Context: an optimization exercise on an open-source flow, tuned for small area, a short achievable clock period and few clock cycles per item. The choices shown serve that exercise and are no tape-out recipe.
Where RTL was checked, it was by simulation tests only, not by an equivalence proof against the original.
No functional check of the RTL was part of run 1.
No activity file was given, so power comes from the tool's default toggle rates.

## flow/design.v (module list and top-level ports; edited modules follow where they fit)
// module fp32_mul: 984 lines
// module rnd23: 11 lines
// module add8c: 4 lines
// module fa: 4 lines
// module pgc: 4 lines
// module ao21: 3 lines
// module pgn: 4 lines
// module pgp: 4 lines
// module aoi21m: 3 lines
// module oai21m: 3 lines
// module nand2m: 3 lines
// module xnor2m: 3 lines
// module and2m: 3 lines
// module xor2m: 3 lines
// module fa1: 4 lines
// module ha: 4 lines
module fp32_mul (
    input  wire        clk,
    input  wire        rst,
    input  wire        in_valid,
    input  wire [31:0] op_a,
    input  wire [31:0] op_b,
    output reg         out_valid,
    output reg  [31:0] result
);
  // ...
==> flow/flow/run.sh <==
#!/bin/bash
# Layout flow: the standard ORFS flow (standard.sh, unchanged synthesis),
# with the port buffers made from a regular buffer cell rather than the
# delay-buffer cell that buffer_ports picks by default.
set -euo pipefail
cd "$(dirname "$0")/.."
bash standard.sh "BUFFER_PORTS_ARGS=-buffer_cell sky130_fd_sc_hd__buf_2" finish > flow_make.log 2>&1
==> flow/standard.sh <==
#!/bin/bash
# synth_recipe.tcl (not shown) runs the flow's synth.tcl, then flattens the netlist and writes it again
# the make line also repeats each setting of config.mk as NAME=value (left out here)
make -C /OpenROAD-flow-scripts/flow DESIGN_CONFIG=/design/flow/config.mk WORK_HOME=/design/flow/orfs CLKGATE_MAP_FILE= SYNTH_SCRIPT=/design/flow/synth_recipe.tcl "${@:-finish}"
==> flow/config.mk <==
export PLATFORM = sky130hd
export DESIGN_NAME = fp32_mul
export DESIGN_NICKNAME = fp32_mul
export VERILOG_FILES = /design/flow/design.v
export SDC_FILE = /design/flow/constraint.sdc
export NUM_CORES = 4
export LEC_CHECK = 0
export CAP_MARGIN = 20
export CORE_MARGIN = 2
export CORE_UTILIZATION = 60
export SLEW_MARGIN = 70
export SYNTH_HIERARCHICAL = 1
==> flow/constraint.sdc <==
create_clock -name core_clock -period 11.0 [get_ports {clk}]
set_input_delay 2.2000 -clock core_clock [delete_from_list [all_inputs] [get_ports {clk}]]
set_output_delay 2.2000 -clock core_clock [all_outputs]
set_load 0.01 [all_outputs]
==> flow_summary_export.csv, run 1 <==
group,metric,value,unit
finish,top_register,"rq",
clock_network,hold_buffers,0,
pwr,netSwitchingPower,4.04,mW
die,n_tap_cell,511,
detailed_routing,drt_iter0_markers,1445,
finish,drive_gt1_share,16.1,%
worst_setup_path,cp_top_family,"simple AND/OR/NAND/NOR gates",
detailed_routing,wl_met3,6000,um
run_status,status,"timing/DRC/antenna clean",
pwr,power.leakage,10.0,nW
die,coreArea,0.0377,mm^2
place,port_buffers,99,
worst_setup_path,start_kind,"primary input",
finish,area_growth,9.75,%
die,initial_core_util,61.0,%
die,fp.dieH,200,um
synth,avgSynthCellArea,10.2,um^2
finish,nNonClkInverters,145,
global_route,grtUsageMet3,7.68,%
die,fp.dieArea,0.0399,mm^2
clock_network,cts_made_buffers,36,
clock_network,cts.reportedPaths.clkPinSlew,0.06,ns
finish,nets,2683,
sta,final_hold_viol_count,0,
clock_network,cts_max_path_buffers,3,
sta,holdWs,0.323,ns
die,fp.dieW,200,um
detailed_routing,drt-met1-wl,25400,um
==> run 2: changes to the inputs <==
--- a/flow/design.v
+++ b/flow/design.v
@@ -10,26 +10,33 @@
   wire [7:0]  ea = op_a[30:23];
   wire [7:0]  eb = op_b[30:23];
   wire [22:0] fb = op_b[22:0];
   wire a_zero = (ea == 8'h00);
   wire b_zero = (eb == 8'h00);
   wire a_emax = (ea == 8'hFF);
   wire b_emax = (eb == 8'hFF);
   wire special = a_zero | b_zero | a_emax | b_emax;
-  wire [22:0] fb0 = special ? 23'd0 : fb;
-  wire [25:0] bx = {2'b01, fb0, 1'b0};
+  wire [25:0] bx = {2'b01, fb, 1'b0};
   wire [11:0] one0, two0, neg0;
   genvar gi;
   generate
     for (gi = 0; gi < 12; gi = gi + 1) begin : g_booth
-      assign one0[gi] = bx[2*gi+1] ^ bx[2*gi];
-      assign two0[gi] = (bx[2*gi+2] & ~bx[2*gi+1] & ~bx[2*gi]) |
-                        (~bx[2*gi+2] & bx[2*gi+1] & bx[2*gi]);
-      assign neg0[gi] = bx[2*gi+2] & ~(bx[2*gi+1] & bx[2*gi]);
+      wire one_r = bx[2*gi+1] ^ bx[2*gi];
+      wire two_r = (bx[2*gi+2] & ~bx[2*gi+1] & ~bx[2*gi]) |
+                   (~bx[2*gi+2] & bx[2*gi+1] & bx[2*gi]);
+      wire neg_r = bx[2*gi+2] & ~(bx[2*gi+1] & bx[2*gi]);
+      assign one0[gi] = one_r & ~special;
+      if (gi == 11) begin : g_top
+        assign two0[gi] = two_r | special;
+        assign neg0[gi] = neg_r | special;
+      end else begin : g_low
+        assign two0[gi] = two_r & ~special;
+        assign neg0[gi] = neg_r & ~special;
+      end
     end
   endgenerate
   reg        v1, sa1, sb1, az1, bz1, am1, bm1, fbnz1;
   reg [7:0]  ea1, eb1;
   reg [22:0] fa1;
   reg [11:0] one1, two1, neg1;
   always @(posedge clk) begin
     if (rst) v1 <= 1'b0; else v1 <= in_valid;
==> flow_summary_export.csv, run 2 <==
group,metric,value,unit
finish,largest_reg_flops,137,
detailed_routing,drt_iter0_markers,1377,
die,fp-row-count,71,
synth,syn_inst,2247,
die,initial_core_util,60.8,%
finish,stdcell_area,0.0253,mm^2
clock_network,cts_root_buf,"clkbuf_16",
finish,nets,2684,
detailed_routing,drt_pass1_iterations,6,
clock_network,hold_buffers,0,
job,maxCapViolations,0,
finish,layout.cells.non_filler,2815,
place,port_buffers,99,
die,fp.dieArea,0.0398,mm^2
finish,reg.largest.list,"rq x137, result x32, h3 x26",
clock_network,postCtsSetupRepairBufs,0,
finish,drive_gt1_share,16.0,%
synth,yosysWarnings,7,
pwr,netSwitchingPower,3.99,mW
sta,final_max_slew_viol_count,0,
finish,layout_common_cells,"360 x xnor2_1, 299 x dfxtp_1, 264 x a22oi_1",
detailed_routing,avgViaCountPerCell,6.02,
sta,fmax,298,MHz
pwr,power.leakage,10.1,nW
sta,setup_viol,0,
clock_network,cts_max_path_buffers,3,
worst_setup_path,cp_max_fo,22,
worst_setup_path,critPathKind,"reg2reg",
sta,final_hold_viol_count,0,
global_route,antenna_found_initial,0,
synth,synth_area,0.0229,mm^2
detailed_routing,wl,60800,um
clock_network,cts.reportedPaths.clkPinSlew,0.06,ns
pwr,finalPower,8.70,mW
pwr,vdd.ir_drop.worst,0.000225,V
die,fp.dieH,199,um
detailed_routing,drc,0,
place,place_hpwl,40500,um
worst_setup_path,critPathArrivalTime,3.78,ns
pwr,power_frac_clock,13.7,%
worst_setup_path,start_kind,"register",
sta,rsz0062_at_grt,"no",
worst_setup_path,critPathCaptureType,"register",
finish,top_register,"rq",
die,io_pins,100,
clock_network,cts_tree,"built",
clock_network,worstSkewPairLatency,0.56,ns
hold_path,hold_path.class,"reg2reg",
detailed_routing,wl_per_cell,21.6,um
die,fp.dieW,199,um
pwr,p_int,4.71,mW
clock_network,cts_max_level,2,
pwr,p_comb_share,65.4,%
place,gp_congestion,0.831,
detailed_routing,vias,16900,
worst_setup_path,required,11.43,ns
place,dpl_worst_slack,7.22,ns
sta,fin_ws,7.65,ns
clock_network,clock_sinks,304,
run_status,status,"timing/DRC/antenna clean",
global_route,grt_overflow_total,0,
pwr,power_density,344,mW/mm^2
finish,area_growth,10.4,%
pwr,seqPwrFrac,20.8,%
clock_network,ctsResizeCount,0,
detailed_routing,antenna_left,0,
synth,avgSynthCellArea,10.2,um^2
pwr,netSwitchingFraction,45.8,%
die,coreArea,0.0377,mm^2
global_route,grt_pass1_vias,17300,
sta,fin_crit,3.35,ns
finish,final_common_cell,"xnor2_1",
sta,finalCritPeriodShare,30.5,%
place,dpl-instance-area,0.0239,mm^2
finish,n_antenna_cell,0,
global_route,grt_pass1_wl,96100,um
sta,fin_skew,0.0168,ns
sta,tns,0,ns
place,placed_cells,2750,
clock_network,cts_made_buffers,35,
global_route,grt_max_degree,30,
finish,nFillCells,3075,
global_route,track_usage,31.5,%
[run 2: cell type report]
cell class	count	area [um^2]	share of cell area (%)
Multi-Input combinational cell	1630	15700	62.1
Sequential cell	304	6100	24.1
Inverter	136	510	2.02
Clock buffer	47	982	3.88
Timing Repair Buffer	172	1160	4.57
Clock inverter	15	205	0.811
Tap cell	511	639	2.53
[run 2: critical path, cell delays in order, from the launching register on]
cell and delay [ns]:
dfxtp_1 0.44, buf_4 0.36, a22oi_1 0.16, xnor2_1 0.18, fa_1 0.53, fa_1 0.56
fa_1 0.57, fa_1 0.41
[run 2: per-stage QoR]
step	util [%]	hold slack, ns
floorplan	-	0.310
global placement	62.9	0.314
detailed placement	63.6	0.314
CTS	66.7	0.328
global route	67.2	0.330
finish	67.2	0.326
[run 2: power groups by stage]
| stage | Clock [mW] | Sequential [mW] | Combinational (mW) |
|---|---|---|---|
| 2_1_floorplan | 0 | 1.81 | 4.17 |
| 3_3_place_gp | 0 | 1.83 | 5.38 |
| 3_5_place_dp | 0 | 1.84 | 5.60 |
| 4_1_cts | 1.22 | 1.82 | 5.64 |
| 5_1_grt | 1.26 | 1.86 | 6.39 |
| 6_report | 1.19 | 1.81 | 5.69 |
[run 2: path summary, 6_finish.rpt]
kind / startpoint / end / cells past startpoint / slack (ns)
max: fa1[15] / rq[60] / 7 / 7.65
min: kill2 / kill3 / 0 / 0.33
max reg2reg: fa1[15] / rq[60] / 7 / 7.65
min reg2reg: kill2 / kill3 / 0 / 0.33
[run 2: layer usage]
metal / global-route usage [%] / share of wire (%)
met2: 48.6 / 45
met5: 0 / 0
met4: 9.99 / 2.8
met1: 43.8 / 42
met3: 7.90 / 10
Testbench counts of run 2, summed over its fixed seeds: cycles 16,024, items 16,000.
==> run 3: changes to the inputs <==
--- a/flow/config.mk
+++ b/flow/config.mk
@@ -10,2 +10,4 @@
 export CORE_UTILIZATION = 60
+export CTS_CLUSTER_DIAMETER = 120
+export CTS_CLUSTER_SIZE = 25
 export SLEW_MARGIN = 70
==> flow_summary_export.csv, run 3 <==
group,metric,value,unit
run_status,status,"timing/DRC/antenna clean",
detailed_routing,drt_pass1_iterations,8,
global_route,grt_pass1_wl,95100,um
synth,avgSynthCellArea,10.2,um^2
finish,layout_common_cells,"361 x xnor2_1, 299 x dfxtp_1, 264 x a22oi_1",
global_route,grt_pass1_vias,17100,
sta,fin_skew,0.0347,ns
finish,n_antenna_cell,0,
global_route,grt_use_met1,43.9,%
finish,reg.largest.list,"rq x137, result x32, h3 x26",
detailed_routing,drt_iter0_markers,1402,
clock_network,postCtsSetupRepairBufs,0,
worst_setup_path,critPathCaptureType,"register",
global_route,grtUsageMet3,6.82,%
global_route,antenna_found_initial,0,
global_route,grt_max_degree,30,
detailed_routing,drc,0,
clock_network,cts_max_level,1,
worst_setup_path,start_kind,"register",
pwr,netSwitchingPower,3.86,mW
pwr,finalPower,8.14,mW
detailed_routing,wl,60000,um
global_route,grt_use_met2,48.4,%
hold_path,hold_path_startpoint,"s2",
finish,top_register,"rq",
detailed_routing,antenna_left,0,
pwr,p_comb_share,69.7,%
worst_setup_path,reg2reg_from,"fa1[15]",
die,fp.dieArea,0.0398,mm^2
global_route,track_usage,30.9,%
pwr,p_int,4.28,mW
synth,yosysWarnings,7,
pwr,netSwitchingFraction,47.4,%
hold_path,hold_path.class,"reg2reg",
synth,syn_inst,2247,
sta,final_hold_viol_count,0,
finish,multi_input_area,0.0157,mm^2
clock_network,worstSkewPairLatency,0.55,ns
die,fp-row-count,71,
worst_setup_path,crit_slowest_cell,"fa_1",
finish,nets,2665,
die,io_pins,100,
clock_network,cts_made_buffers,16,
clock_network,hold_buffers,0,
worst_setup_path,critPathKind,"reg2reg",
die,fp.dieH,199,um
sta,fmax,294,MHz
clock_network,cts_max_path_buffers,3,
place,port_buffers,99,
place,place_hpwl,40500,um
die,fp.dieW,199,um
clock_network,ctsResizeCount,0,
die,initial_core_util,60.8,%
clock_network,cts_root_buf,"clkbuf_16",
worst_setup_path,crit_path_frequent_cell,"fa_1",
worst_setup_path,cp_max_fo,22,
sta,fin_crit,3.40,ns
job,maxCapViolations,0,
worst_setup_path,startpoint,"fa1[15]",
detailed_routing,wl_per_cell,21.6,um
clock_network,clock_sinks,304,
clock_network,cts_tree,"built",
pwr,power_density,331,mW/mm^2
detailed_routing,vias,16800,
pwr,seqPwrFrac,22.2,%
pwr,power.leakage,9.75,nW
worst_setup_path,critPathArrivalTime,3.80,ns
pwr,power_frac_clock,8.1,%
sta,finalCritPeriodShare,30.9,%
finish,final_common_cell,"xnor2_1",
sta,tns,0,ns
detailed_routing,avgViaCountPerCell,6.05,
finish,nFillCells,3183,
sta,setup_viol,0,
finish,seq_area,0.00610,mm^2
global_route,busiest_layer,"met2",
place,gp_congestion,0.831,
synth,synth_area,0.0229,mm^2
worst_setup_path,required,11.40,ns
sta,rsz0062_at_grt,"no",
finish,drive_gt1_share,14.7,%
global_route,grt_overflow_total,0,
worst_setup_path,critPathMaxStageDelay,0.61,ns
sta,final_max_slew_viol_count,0,
clock_network,cts.reportedPaths.clkPinSlew,0.10,ns
pwr,vdd.ir_drop.worst,0.000205,V
finish,area_growth,7.28,%
die,coreArea,0.0377,mm^2
worst_setup_path,crit_chain,"buf_4 > a22oi_1 > xnor2_1 > fa_1 > fa_1 > fa_1 > fa_1",
finish,largest_reg_flops,137,
==> run 3: power groups by stage <==
| stage | combinational, mW | clock [mW] | sequential [mW] |
|---|---|---|---|
| after floorplan | 4.17 | 0 | 1.81 |
| after global placement | 5.38 | 0 | 1.83 |
| after detailed placement | 5.60 | 0 | 1.84 |
| after CTS | 5.63 | 0.676 | 1.81 |
| after global routing | 6.37 | 0.715 | 1.86 |
| final | 5.67 | 0.658 | 1.81 |
==> run 3: layer usage <==
| layer | up-vias | share of wire (%) |
|---|---|---|
| met3 | 104 | 9.6 |
| met5 | - | 0 |
| met4 | 0 | 2.3 |
| met1 | 8299 | 43 |
| li1 | 7556 | - |
| met2 | 813 | 45 |
==> run 3: per-stage QoR <==
step	hold slack, ns	worst slack, ns	instance area [um^2]	utilization (%)	cells
4_1_cts	0.329	7.61	24400	64.8	2771
2_1_floorplan	0.310	7.64	22900	-	2248
6_report	0.323	7.60	24600	65.2	2774
3_3_place_gp	0.314	7.08	23700	62.9	2740
5_1_grt	0.339	7.50	24600	65.2	2774
3_5_place_dp	0.314	7.22	23900	63.6	2750
==> run 3: layout make-up <==
cell class                 count  share of cell area (%)
clock buffer                  18                    1.75
sequential                   304                    24.8
tap                          511                    2.60
inverter                     136                    2.08
clock inverter                 3                   0.163
multi-input combinational   1630                    63.9
timing repair buffer         172                    4.70
==> run 3: path summary, 6_finish.rpt <==
kind | endpoint | slack [ns] | cells past startpoint
worst max-delay path | rq[75] | 7.60 | 7
worst min-delay path | s3 | 0.32 | 0
worst max register to register | rq[75] | 7.60 | 7
worst min register to register | s3 | 0.32 | 0
==> run 3: critical path: cells and delay by family, from the launching register on <==
family | cells | cell delay, ns
flops | 1 | 0.44
xor+xnor | 1 | 0.17
compound gates | 1 | 0.13
buf+inv | 1 | 0.36
fa+ha+maj | 4 | 2.12
==> run 4: changes to the inputs <==
--- a/flow/config.mk
+++ b/flow/config.mk
@@ -9,6 +9,6 @@
 export CORE_MARGIN = 2
-export CORE_UTILIZATION = 60
+export CORE_UTILIZATION = 65
 export CTS_CLUSTER_DIAMETER = 120
 export CTS_CLUSTER_SIZE = 25
-export SLEW_MARGIN = 70
+export SLEW_MARGIN = 60
 export SYNTH_HIERARCHICAL = 1
==> flow_summary_export.csv, run 4 <==
group,metric,value,unit
pwr,power.leakage,9.59,nW
clock_network,clock_sinks,304,
die,fp-row-count,68,
clock_network,worstSkewPairLatency,0.54,ns
detailed_routing,antenna_left,0,
worst_setup_path,startpoint,"fa1[10]",
sta,rsz0062_at_grt,"no",
pwr,power_density,329,mW/mm^2
worst_setup_path,critPathCaptureType,"register",
die,io_pins,100,
worst_setup_path,cp_max_fo,16,
detailed_routing,wl,58000,um
sta,fin_ws,7.49,ns
worst_setup_path,required,11.41,ns
worst_setup_path,critPathKind,"reg2reg",
sta,fin_skew,0.0222,ns
global_route,grt_overflow_total,0,
pwr,netSwitchingFraction,47.6,%
sta,tns,0,ns
finish,largest_reg_flops,137,
die,fp.dieH,192,um
pwr,seqPwrFrac,22.8,%
place,place_hpwl,38900,um
detailed_routing,drt_iter0_markers,1656,
synth,yosysWarnings,7,
finish,layout.cells.non_filler,2707,
hold_path,hold_path_startpoint,"e2[7]",
hold_path,hold_path.class,"reg2reg",
finish,drive_gt1_share,13.5,%
sta,max_slew_margin,59.5,%
detailed_routing,drc,0,
run_status,status,"timing/DRC/antenna clean",
finish,n_antenna_cell,0,
worst_setup_path,crit_chain,"buf_4 > a22oi_1 > xnor2_1 > fa_1 > fa_1 > fa_1 > fa_1",
global_route,grt_pass1_wl,91800,um
synth,avgSynthCellArea,10.2,um^2
pwr,p_int,4.16,mW
pwr,finalPower,7.94,mW
clock_network,cts_made_buffers,16,
worst_setup_path,critPathMaxStageDelay,0.64,ns
clock_network,ctsResizeCount,0,
worst_setup_path,critPathArrivalTime,3.92,ns
place,placed_cells,2684,
pwr,netSwitchingPower,3.78,mW
pwr,power_frac_clock,8.1,%
detailed_routing,avgViaCountPerCell,6.23,
clock_network,cts_root_buf,"clkbuf_16",
sta,final_hold_viol_count,0,
global_route,track_usage,32.0,%
place,port_buffers,99,
finish,final_common_cell,"xnor2_1",
die,fp.dieArea,0.0368,mm^2
worst_setup_path,reg2reg_from,"fa1[10]",
sta,setup_viol,0,
finish,layout_common_cells,"372 x xnor2_1, 300 x dfxtp_1, 264 x a22oi_1",
global_route,antenna_found_initial,0,
global_route,grt_pass1_vias,17200,
detailed_routing,wl_per_cell,21.4,um
finish,nets,2654,
sta,tightest_slew,0.608,ns
synth,synth_area,0.0229,mm^2
clock_network,cts_max_path_buffers,3,
sta,finalCritPeriodShare,31.9,%
clock_network,postCtsSetupRepairBufs,0,
pwr,p_comb_share,69.1,%
die,fp.dieW,192,um
die,initial_core_util,66.2,%
die,coreArea,0.0346,mm^2
worst_setup_path,start_kind,"register",
worst_setup_path,crit_path_frequent_cell,"fa_1",
clock_network,hold_buffers,0,
detailed_routing,vias,16900,
finish,top_register,"rq",
synth,syn_inst,2247,
place,dpl_worst_slack,7.34,ns
pwr,vdd.ir_drop.worst,0.000417,V
place,gp_congestion,0.835,
clock_network,cts_tree,"built",
job,maxCapViolations,0,
global_route,grt_max_degree,30,
finish,reg.largest.list,"rq x137, result x32, h3 x26",
sta,fmax,285,MHz
clock_network,cts.reportedPaths.clkPinSlew,0.10,ns
sta,fin_crit,3.51,ns
detailed_routing,drt_pass1_iterations,9,
finish,area_growth,5.46,%
sta,final_max_slew_viol_count,0,
clock_network,cts_max_level,1,
worst_setup_path,crit_slowest_cell,"dfxtp_1",
run 4: worst paths after layout:
path,end,slack (ns),depth (start not counted)
worst min register to register,e3[7],0.33,0
worst max register to register,rq[63],7.49,7
worst min-delay path,e3[7],0.33,0
worst max-delay path,rq[63],7.49,7
run 4: layer usage:
metal | vias to the layer above | track usage, % | share of wire (%)
met1 | 8197 | 44.6 | 41
met3 | 143 | 7.69 | 11
met5 | - | 0 | 0
met4 | 0 | 11.1 | 3.4
li1 | 7526 | - | -
met2 | 1004 | 49.0 | 44
run 4: worst max-delay path: cells and delay by family (launching register included):
family / cells / cell delay (ns)
adders and majority gates: 4 / 1.96
DFF: 1 / 0.64
buffers and inverters: 1 / 0.38
xor gates and xnor gates: 1 / 0.23
AOI/OAI and AO/OA: 1 / 0.16
run 4: layout make-up:
class                      count  area (um^2)
fill                        2727        10500
clock inverter                 3         41.3
timing repair buffer         161          967
tap                          455          569
clock buffer                  18          408
inverter                     136          510
multi-input combinational   1630        15600
sequential                   304         6100
run 4: per-stage QoR:
| step | hold slack (ns) | util [%] | instance area [um^2] |
|---|---|---|---|
| 2_1_floorplan | 0.310 | - | 22900 |
| 3_3_place_gp | 0.311 | 68.2 | 23600 |
| 3_5_place_dp | 0.314 | 68.4 | 23700 |
| 4_1_cts | 0.332 | 69.7 | 24100 |
| 5_1_grt | 0.344 | 69.8 | 24200 |
| 6_report | 0.331 | 69.8 | 24200 |
run 4: power by group through the flow:
| stage | Clock (mW) | Sequential [mW] | Combinational [mW] |
|---|---|---|---|
| 4_1_cts | 0.656 | 1.82 | 5.51 |
| 5_1_grt | 0.693 | 1.86 | 6.13 |
| 3_3_place_gp | 0 | 1.83 | 5.31 |
| 6_report | 0.639 | 1.81 | 5.49 |
| 2_1_floorplan | 0 | 1.81 | 4.17 |
| 3_5_place_dp | 0 | 1.84 | 5.48 |
==> run 5: changes to the inputs <==
==> flow/flow/run.sh (replaced) <==
#!/bin/bash
# Layout flow: the standard ORFS flow (standard.sh, unchanged synthesis),
# with the port buffers made from a regular buffer cell rather than the
# delay-buffer cell that buffer_ports picks by default, and a clock tree
# built without dummy loads.
set -euo pipefail
cd "$(dirname "$0")/.."
bash standard.sh "BUFFER_PORTS_ARGS=-buffer_cell sky130_fd_sc_hd__buf_1" \
  "CTS_ARGS=-sink_clustering_enable -repair_clock_nets -dont_use_dummy_load -sink_clustering_size 25 -sink_clustering_max_diameter 120" \
  finish > flow_make.log 2>&1
--- a/flow/config.mk
+++ b/flow/config.mk
@@ -9,6 +9,6 @@
 export CORE_MARGIN = 2
-export CORE_UTILIZATION = 65
+export CORE_UTILIZATION = 60
 export CTS_CLUSTER_DIAMETER = 120
 export CTS_CLUSTER_SIZE = 25
-export SLEW_MARGIN = 60
+export SLEW_MARGIN = 70
 export SYNTH_HIERARCHICAL = 1
==> flow_summary_export.csv, run 5 <==
group,metric,value,unit
worst_setup_path,critPathCaptureType,"register",
synth,yosysWarnings,7,
global_route,grt_overflow_total,0,
sta,fin_crit,3.48,ns
hold_path,hold_path.class,"reg2reg",
clock_network,cts.reportedPaths.clkPinSlew,0.10,ns
detailed_routing,antenna_left,0,
place,dpl_worst_slack,7.11,ns
sta,setup_viol,0,
clock_network,worstSkewPairLatency,0.54,ns
clock_network,cts_root_buf,"clkbuf_16",
die,coreArea,0.0377,mm^2
finish,reg.largest.list,"rq x137, result x32, h3 x26",
sta,final_max_slew_viol_count,0,
job,maxCapViolations,0,
die,fp-row-count,71,
sta,rsz0062_at_grt,"no",
global_route,antenna_found_initial,0,
finish,drive_gt1_share,10.2,%
clock_network,ctsResizeCount,0,
run_status,status,"timing/DRC/antenna clean",
finish,final_common_cell,"xnor2_1",
die,fp.dieW,199,um
pwr,vdd.ir_drop.worst,0.000226,V
worst_setup_path,critPathArrivalTime,3.86,ns
finish,area_growth,6.42,%
worst_setup_path,reg2reg_slack,7.52,ns
sta,holdWs,0.310,ns
finish,layout_common_cells,"359 x xnor2_1, 298 x dfxtp_1, 264 x a22oi_1",
finish,n_antenna_cell,0,
detailed_routing,drt_pass1_iterations,6,
clock_network,cts_max_path_buffers,3,
detailed_routing,wl_per_cell,21.6,um
synth,synth_area,0.0229,mm^2
pwr,seqPwrFrac,22.4,%
sta,fmax,288,MHz
place,gp_congestion,0.840,
die,initial_core_util,60.8,%
worst_setup_path,cp_max_fo,20,
finish,final_core_util,64.7,%
worst_setup_path,critPathKind,"reg2reg",
clock_network,postCtsSetupRepairBufs,0,
synth,syn_inst,2247,
synth,avgSynthCellArea,10.2,um^2
finish,layout.cells.non_filler,2766,
pwr,power.leakage,9.44,nW
clock_network,hold_buffers,0,
worst_setup_path,required,11.38,ns
die,fp.dieArea,0.0398,mm^2
global_route,grt_max_degree,30,
sta,final_hold_viol_count,0,
place,place_hpwl,40100,um
die,fp.dieH,199,um
die,io_pins,100,
sta,tns,0,ns
clock_network,cts_max_level,1,
finish,largest_reg_flops,137,
detailed_routing,drc,0,
pwr,netSwitchingPower,3.85,mW
global_route,grt_pass1_vias,17000,
worst_setup_path,start_kind,"register",
place,placed_cells,2748,
finish,nets,2662,
detailed_routing,drt_iter0_markers,1702,
pwr,power_frac_clock,7.5,%
detailed_routing,avgViaCountPerCell,6.09,
pwr,p_int,4.25,mW
global_route,track_usage,30.8,%
clock_network,cts_made_buffers,16,
sta,fin_skew,0.0513,ns
sta,fin_ws,7.52,ns
detailed_routing,wl,59800,um
detailed_routing,vias,16800,
pwr,p_comb_share,70.2,%
sta,finalCritPeriodShare,31.6,%
clock_network,cts_tree,"built",
place,port_buffers,99,
pwr,power_density,332,mW/mm^2
pwr,netSwitchingFraction,47.5,%
clock_network,clock_sinks,304,
global_route,grt_pass1_wl,94400,um
finish,top_register,"rq",
hold_path,holdPathStages,0,
worst_setup_path,r2r_cells,7,
-- run 5: power groups by stage --
stage | Sequential, mW | Combinational (mW) | Clock [mW]
after CTS | 1.81 | 5.62 | 0.624
final | 1.81 | 5.69 | 0.606
after detailed placement | 1.84 | 5.59 | 0
after global placement | 1.83 | 5.39 | 0
after global routing | 1.86 | 6.36 | 0.665
after floorplan | 1.81 | 4.17 | 0
-- run 5: area by class of cell --
cell class / instances / area (um^2)
well taps: 511 / 639
fillers: 3197 / 13300
clock buffers: 16 / 400
flip-flops and latches: 304 / 6100
repair buffers: 169 / 1010
inverters: 136 / 510
multi-input cells: 1630 / 15700
-- run 5: through the flow --
step | area, um^2 | power, mW
floorplan | 22900 | 5.99
finish | 24400 | 8.10
global route | 24400 | 8.88
global placement | 23600 | 7.22
CTS | 24200 | 8.06
detailed placement | 23800 | 7.43
-- run 5: final timing paths --
kind         startpoint      to
max             fa1[15]  rq[72]
min               e2[1]   e3[1]
max reg2reg     fa1[15]  rq[72]
min reg2reg       e2[1]   e3[1]
-- run 5: routing by layer --
layer / up-vias / part of all wire [%] / track usage (%)
met2: 945 / 45 / 47.6
met3: 113 / 10 / 6.43
met4: 0 / 2.6 / 8.56
met1: 8253 / 42 / 44.0
met5: - / 0 / 0
li1: 7527 / - / -
-- run 5: critical path, cell delays in order, from the launching register on --
cell     delay (ns)
dfxtp_1        0.53
buf_4          0.37
a22oi_1        0.16
xnor2_1        0.18
fa_1           0.56
fa_1           0.58
fa_1           0.45
fa_1           0.48
==> run 6: changes to the inputs <==
==> flow/flow/run.sh (replaced) <==
#!/bin/bash
# Layout flow: the standard ORFS flow (standard.sh, unchanged synthesis)
# with two changes to how the layout is made:
#  - flip-flops that drive many loads get a stronger drive (dfxtp_1 ->
#    dfxtp_4, same cell type) right after synthesis (flow/upsize_ff.tcl);
#  - the port buffers are a regular buffer cell (buf_2) rather than the
#    delay-buffer cell that buffer_ports picks by default;
#  - the clock tree is built without dummy loads.
set -euo pipefail
cd "$(dirname "$0")/.."
PORTS="BUFFER_PORTS_ARGS=-buffer_cell sky130_fd_sc_hd__buf_2"
bash standard.sh "$PORTS" synth > flow_synth.log 2>&1
UPSIZE_DB=orfs/results/sky130hd/fp32_mul/base/1_synth.odb \
  openroad -no_init -exit flow/upsize_ff.tcl > flow_upsize.log 2>&1
bash standard.sh "$PORTS" "CTS_ARGS=-sink_clustering_enable -repair_clock_nets -dont_use_dummy_load -sink_clustering_size 25 -sink_clustering_max_diameter 120" finish > flow_make.log 2>&1
==> flow/flow/upsize_ff.tcl (new file) <==
# Give flip-flops that drive many loads a stronger drive: dfxtp_1 becomes
# dfxtp_4 (same cell type, larger drive strength) when its output reaches
# more than fanout_min cell inputs, counting through the buffers synthesis
# put on the net (global placement removes those buffers).
set db_file $::env(UPSIZE_DB)
set fanout_min 12
read_db $db_file
set block [ord::get_db_block]
set strong [[ord::get_db] findMaster sky130_fd_sc_hd__dfxtp_4]

proc leaves {net depth} {
  set n 0
  foreach it [$net getITerms] {
    if {[$it isOutputSignal]} { continue }
    set inst [$it getInst]
    set m [[$inst getMaster] getName]
    if {$depth < 8 && [regexp {__(clk)?buf_[0-9]+$} $m]} {
      set o [$inst findITerm X]
      if {$o ne "NULL" && [$o getNet] ne "NULL"} {
        incr n [leaves [$o getNet] [expr {$depth + 1}]]
        continue
      }
    }
    incr n
  }
  return $n
}

set n 0
foreach inst [$block getInsts] {
  if {[[$inst getMaster] getName] ne "sky130_fd_sc_hd__dfxtp_1"} { continue }
  set net [[$inst findITerm Q] getNet]
  if {$net eq "NULL"} { continue }
  set f [leaves $net 0]
  if {$f > $fanout_min} {
    puts "upsize [$inst getName] fanout $f"
    $inst swapMaster $strong
    incr n
  }
}
puts "upsized $n flip-flops"
write_db $db_file
==> flow_summary_export.csv, run 6 <==
group,metric,value,unit
detailed_routing,drt_iter0_markers,1493,
synth,yosysWarnings,7,
clock_network,cts_root_buf,"clkbuf_16",
worst_setup_path,cp_num_buf_inv,0,
worst_setup_path,crit_path_frequent_cell,"fa_1",
pwr,power_density,330,mW/mm^2
global_route,track_usage,30.5,%
finish,largest_reg_flops,137,
detailed_routing,wl,60800,um
hold_path,holdPathStages,0,
global_route,grt_use_met2,47.4,%
global_route,antenna_found_initial,1,
worst_setup_path,critPathCaptureType,"register",
finish,final_core_util,66.1,%
finish,top_register,"rq",
die,initial_core_util,61.1,%
die,fp-row-count,71,
synth,syn_inst,2247,
finish,n_antenna_cell,0,
detailed_routing,vias,16600,
worst_setup_path,critPathArrivalTime,3.73,ns
synth,avgSynthCellArea,10.3,um^2
clock_network,cts_made_buffers,16,
detailed_routing,avgViaCountPerCell,6.07,
die,fp.dieH,200,um
global_route,grt_max_degree,27,
worst_setup_path,critPathKind,"reg2reg",
synth,synth_area,0.0231,mm^2
detailed_routing,drc,0,
worst_setup_path,required,11.39,ns
run_status,status,"timing/DRC/antenna clean",
worst_setup_path,reg2reg_from,"fa1[10]",
pwr,vdd.ir_drop.worst,0.000214,V
detailed_routing,wl_per_cell,22.2,um
detailed_routing,drt_pass1_iterations,6,
sta,finalCritPeriodShare,30.3,%
die,fp.dieArea,0.0401,mm^2
place,placed_cells,2717,
global_route,grt_use_met1,44.2,%
die,fp.dieW,200,um
finish,area_growth,8.17,%
job,maxCapViolations,0,
clock_network,cts_max_level,1,
global_route,grt_pass1_vias,17200,
place,place_hpwl,42800,um
worst_setup_path,cp_top_family,"adder cells",
hold_path,hold_path_startpoint,"kill2",
finish,layout.cells.non_filler,2740,
worst_setup_path,critPathMaxStageDelay,0.68,ns
die,io_pins,100,
clock_network,clock_sinks,304,
worst_setup_path,crit_chain,"a22oi_1 > xnor2_1 > fa_1 > fa_1 > fa_1 > fa_1",
clock_network,cts.reportedPaths.clkPinSlew,0.10,ns
place,port_buffers,99,
sta,final_hold_viol_count,0,
pwr,finalPower,8.27,mW
worst_setup_path,r2r_cells,6,
finish,drive_gt1_share,16.1,%
sta,rsz0062_at_grt,"no",
clock_network,ctsResizeCount,0,
detailed_routing,antenna_left,0,
sta,fin_skew,0.0576,ns
pwr,power.leakage,9.82,nW
place,gp_congestion,0.870,
global_route,grt_pass1_wl,96800,um
sta,setup_viol,0,
clock_network,postCtsSetupRepairBufs,0,
hold_path,hold_path.class,"reg2reg",
hold_path,hold_end,"kill3",
sta,final_max_slew_viol_count,0,
clock_network,cts_max_path_buffers,3,
sta,tns,0,ns
global_route,grt_overflow_total,0,
worst_setup_path,cp_max_fo,26,
worst_setup_path,r2r-end,"rq[63]",
clock_network,hold_buffers,0,
clock_network,worstSkewPairLatency,0.54,ns
global_route,busiest_layer,"met2",
worst_setup_path,reg2reg_slack,7.66,ns
worst_setup_path,crit_slowest_cell,"fa_1",
clock_network,cts_tree,"built",
die,coreArea,0.0378,mm^2
global_route,grtUsageMet3,5.96,%
finish,final_common_cell,"xnor2_1",
finish,reg.largest.list,"rq x137, result x32, h3 x26",
worst_setup_path,start_kind,"register",
sta,holdWs,0.330,ns
finish,nets,2636,
finish,layout_common_cells,"358 x xnor2_1, 264 x a22oi_1, 256 x fa_1",
sta,fmax,300,MHz
sta,fin_crit,3.34,ns
[run 6: how the worst max path moves through the flow]
stage / from / to / slack (ns) / cells past startpoint
final: fa1[10] / rq[63] / 7.66 / 6
after global routing: fa1[12] / rq[72] / 7.59 / 7
after CTS: fa1[15] / rq[72] / 7.70 / 6
after detailed placement: op_a[23] / neg1[0] / 7.12 / 7
after global placement: op_a[24] / one1[7] / 7.27 / 5
after floorplan: op_b[23] / one1[0] / 7.64 / 5
[run 6: where the power goes]
group | switching (mW) | internal, mW | total, mW
sequential | 0.387 | 1.56 | 1.95
clock | 0.351 | 0.262 | 0.613
combinational | 3.20 | 2.50 | 5.71
[run 6: layout make-up]
| cell class | instances | area (um^2) |
|---|---|---|
| Tap cell | 511 | 639 |
| Fill cell | 3096 | 12800 |
| Clock buffer | 16 | 400 |
| Sequential cell | 304 | 6320 |
| Inverter | 136 | 510 |
| Multi-Input combinational cell | 1630 | 15700 |
| Timing Repair Buffer | 143 | 1440 |
[run 6: metal layers]
layer  wire (um)  vias up  share of wire (%)
li1            -     7485                  -
met1       26900     8239                 44
met2       26800      783                 44
met3        5560      123                9.1
met4        1440        2                2.4
met5          87        -               0.14
[run 6: metrics by stage]
step	setup slack, ns	cell area [um^2]
2_1_floorplan	7.64	23100
3_3_place_gp	7.27	23500
3_5_place_dp	7.12	24400
4_1_cts	7.70	24800
5_1_grt	7.59	25000
6_report	7.66	25000
==> run 7: changes to the inputs <==
--- a/flow/flow/run.sh
+++ b/flow/flow/run.sh
@@ -6,4 +6,3 @@
 #  - the port buffers are a regular buffer cell (buf_2) rather than the
-#    delay-buffer cell that buffer_ports picks by default;
-#  - the clock tree is built without dummy loads.
+#    delay-buffer cell that buffer_ports picks by default.
 set -euo pipefail
@@ -14,2 +13,2 @@
   openroad -no_init -exit flow/upsize_ff.tcl > flow_upsize.log 2>&1
-bash standard.sh "$PORTS" "CTS_ARGS=-sink_clustering_enable -repair_clock_nets -dont_use_dummy_load -sink_clustering_size 25 -sink_clustering_max_diameter 120" finish > flow_make.log 2>&1
+bash standard.sh "$PORTS" finish > flow_make.log 2>&1
==> flow_summary_export.csv, run 7 <==
group,metric,value,unit
run_status,status,"timing/DRC/antenna clean",
job,maxCapViolations,0,
clock_network,cts_root_buf,"clkbuf_16",
synth,avgSynthCellArea,10.3,um^2
synth,yosysWarnings,7,
sta,tns,0,ns
sta,fin_ws,7.66,ns
place,place_hpwl,42800,um
clock_network,ctsResizeCount,0,
detailed_routing,wl,60800,um
worst_setup_path,critPathArrivalTime,3.75,ns
sta,holdWs,0.332,ns
die,coreArea,0.0378,mm^2
finish,nFillCells,3084,
clock_network,cts_max_level,1,
sta,fmax,299,MHz
place,dpl-instance-area,0.0244,mm^2
finish,final_common_cell,"xnor2_1",
finish,stdcell_area,0.0251,mm^2
worst_setup_path,critPathKind,"reg2reg",
sta,fin_crit,3.34,ns
global_route,grt_overflow_total,0,
sta,rsz0062_at_grt,"no",
detailed_routing,drc,0,
hold_path,hold_path.class,"reg2reg",
hold_path,hold_path_startpoint,"kill2",
detailed_routing,wl_per_cell,22.1,um
clock_network,hold_buffers,0,
pwr,power_density,331,mW/mm^2
die,fp-row-count,71,
detailed_routing,avgViaCountPerCell,6.02,
clock_network,cts_tree,"built",
clock_network,cts_made_buffers,16,
global_route,grt_pass1_wl,97000,um
worst_setup_path,critPathMaxStageDelay,0.69,ns
worst_setup_path,cp_max_fo,26,
worst_setup_path,start_kind,"register",
finish,multi_input_area,0.0157,mm^2
pwr,finalPower,8.32,mW
finish,seq_area,0.00632,mm^2
worst_setup_path,critPathCaptureType,"register",
worst_setup_path,crit_chain,"a22oi_1 > xnor2_1 > fa_1 > fa_1 > fa_1 > fa_1",
finish,largest_reg_flops,137,
die,fp.dieArea,0.0401,mm^2
die,io_pins,100,
worst_setup_path,r2r_cells,6,
place,port_buffers,99,
synth,synth_area,0.0231,mm^2
die,fp.dieW,200,um
finish,layout.cells.non_filler,2752,
sta,final_max_slew_viol_count,0,
place,gp_congestion,0.870,
clock_network,worstSkewPairLatency,0.54,ns
sta,setup_viol,0,
clock_network,cts_max_path_buffers,3,
synth,syn_inst,2247,
die,initial_core_util,61.1,%
worst_setup_path,startpoint,"fa1[10]",
worst_setup_path,cp_num_buf_inv,0,
worst_setup_path,crit_path_frequent_cell,"fa_1",
detailed_routing,drt_pass1_iterations,9,
finish,nets,2637,
detailed_routing,vias,16600,
finish,area_growth,8.62,%
worst_setup_path,required,11.41,ns
global_route,antenna_found_initial,1,
worst_setup_path,reg2reg_from,"fa1[10]",
global_route,grt_max_degree,27,
clock_network,clock_sinks,304,
global_route,grt_pass1_vias,17300,
worst_setup_path,crit_slowest_cell,"fa_1",
finish,reg.largest.list,"rq x137, result x32, h3 x26",
sta,finalCritPeriodShare,30.4,%
detailed_routing,drt_iter0_markers,1484,
worst_setup_path,cp.depth,6,
finish,n_antenna_cell,0,
sta,fin_skew,0.0288,ns
finish,layout_common_cells,"358 x xnor2_1, 264 x a22oi_1, 256 x fa_1",
global_route,track_usage,30.5,%
place,dpl_worst_slack,7.12,ns
clock_network,cts.reportedPaths.clkPinSlew,0.10,ns
sta,final_hold_viol_count,0,
worst_setup_path,cp_top_family,"adder cells",
finish,final_core_util,66.4,%
finish,drive_gt1_share,16.2,%
pwr,power.leakage,9.86,nW
detailed_routing,antenna_left,0,
place,placed_cells,2717,
pwr,vdd.ir_drop.worst,0.000214,V
clock_network,postCtsSetupRepairBufs,0,
hold_path,holdPathStages,0,
finish,top_register,"rq",
die,fp.dieH,200,um
-- run 7: final timing paths --
| check | endpoint | slack [ns] |
|---|---|---|
| worst max register to register | rq[63] | 7.66 |
| worst min-delay path | kill3 | 0.33 |
| worst max-delay path | rq[63] | 7.66 |
| worst min register to register | kill3 | 0.33 |
-- run 7: cell type report --
type / instances / area share [%]
Multi-Input combinational cell: 1630 / 62.5
Sequential cell: 304 / 25.1
Timing Repair Buffer: 144 / 5.80
Tap cell: 511 / 2.54
Inverter: 136 / 2.03
Clock buffer: 25 / 1.85
Clock inverter: 2 / 0.0996
-- run 7: where the power goes --
| part | internal, mW | total [mW] | switching [mW] |
|---|---|---|---|
| registers | 1.56 | 1.94 | 0.385 |
| logic | 2.50 | 5.70 | 3.20 |
| clock network | 0.300 | 0.672 | 0.373 |
-- run 7: routing by layer --
layer	global-route usage, %	up-vias	share of wire, %
met1	44.2	8152	44
met4	6.56	0	2.0
met3	6.26	109	9.9
met2	47.4	813	44
met5	0	-	0
li1	-	7501	-

==> re-timing with driven ports <==
Ports are ideal in the flow. The routed layouts listed here were re-timed in OpenROAD.
Step 1 sets driving cells, clkbuf_16 on the clock port and buf_2 on the other inputs (assumed; they add their load-dependent delay and slew).
Step 2 also shifts input and output timing later by t, the mid clock arrival at the registers, as if the neighbouring blocks saw the same clock.
Three values: no drivers, after step 1, after step 2; two values: the first two.
run	shift t [ns]	slack for setup (ns)	worst hold slack (ns)
run 1	0.598	7.562 / 7.601 / 7.003	0.323 / 0.323 / 0.323
run 2	0.611	7.647 / 7.647 / 7.230	0.326 / 0.326 / 0.326
run 3	0.584	7.598 / 7.598 / 7.256	0.323 / 0.323 / 0.323
run 4	0.581	7.492 / 7.492 / 7.363	0.331 / 0.331 / 0.331
run 5	0.572	7.524 / 7.524 / 7.168	0.310 / 0.310 / 0.310
run 6	0.571	7.665 / 7.665 / 7.168	0.330 / 0.330 / 0.330
run 7	0.577	7.661 / 7.661 / 7.139	0.332 / 0.332 / 0.332
After both steps every run listed still meets setup and hold. For run 1, which loses most, drivers alone change the setup slack by +0.039 ns; drivers and shift together by -0.559 ns.
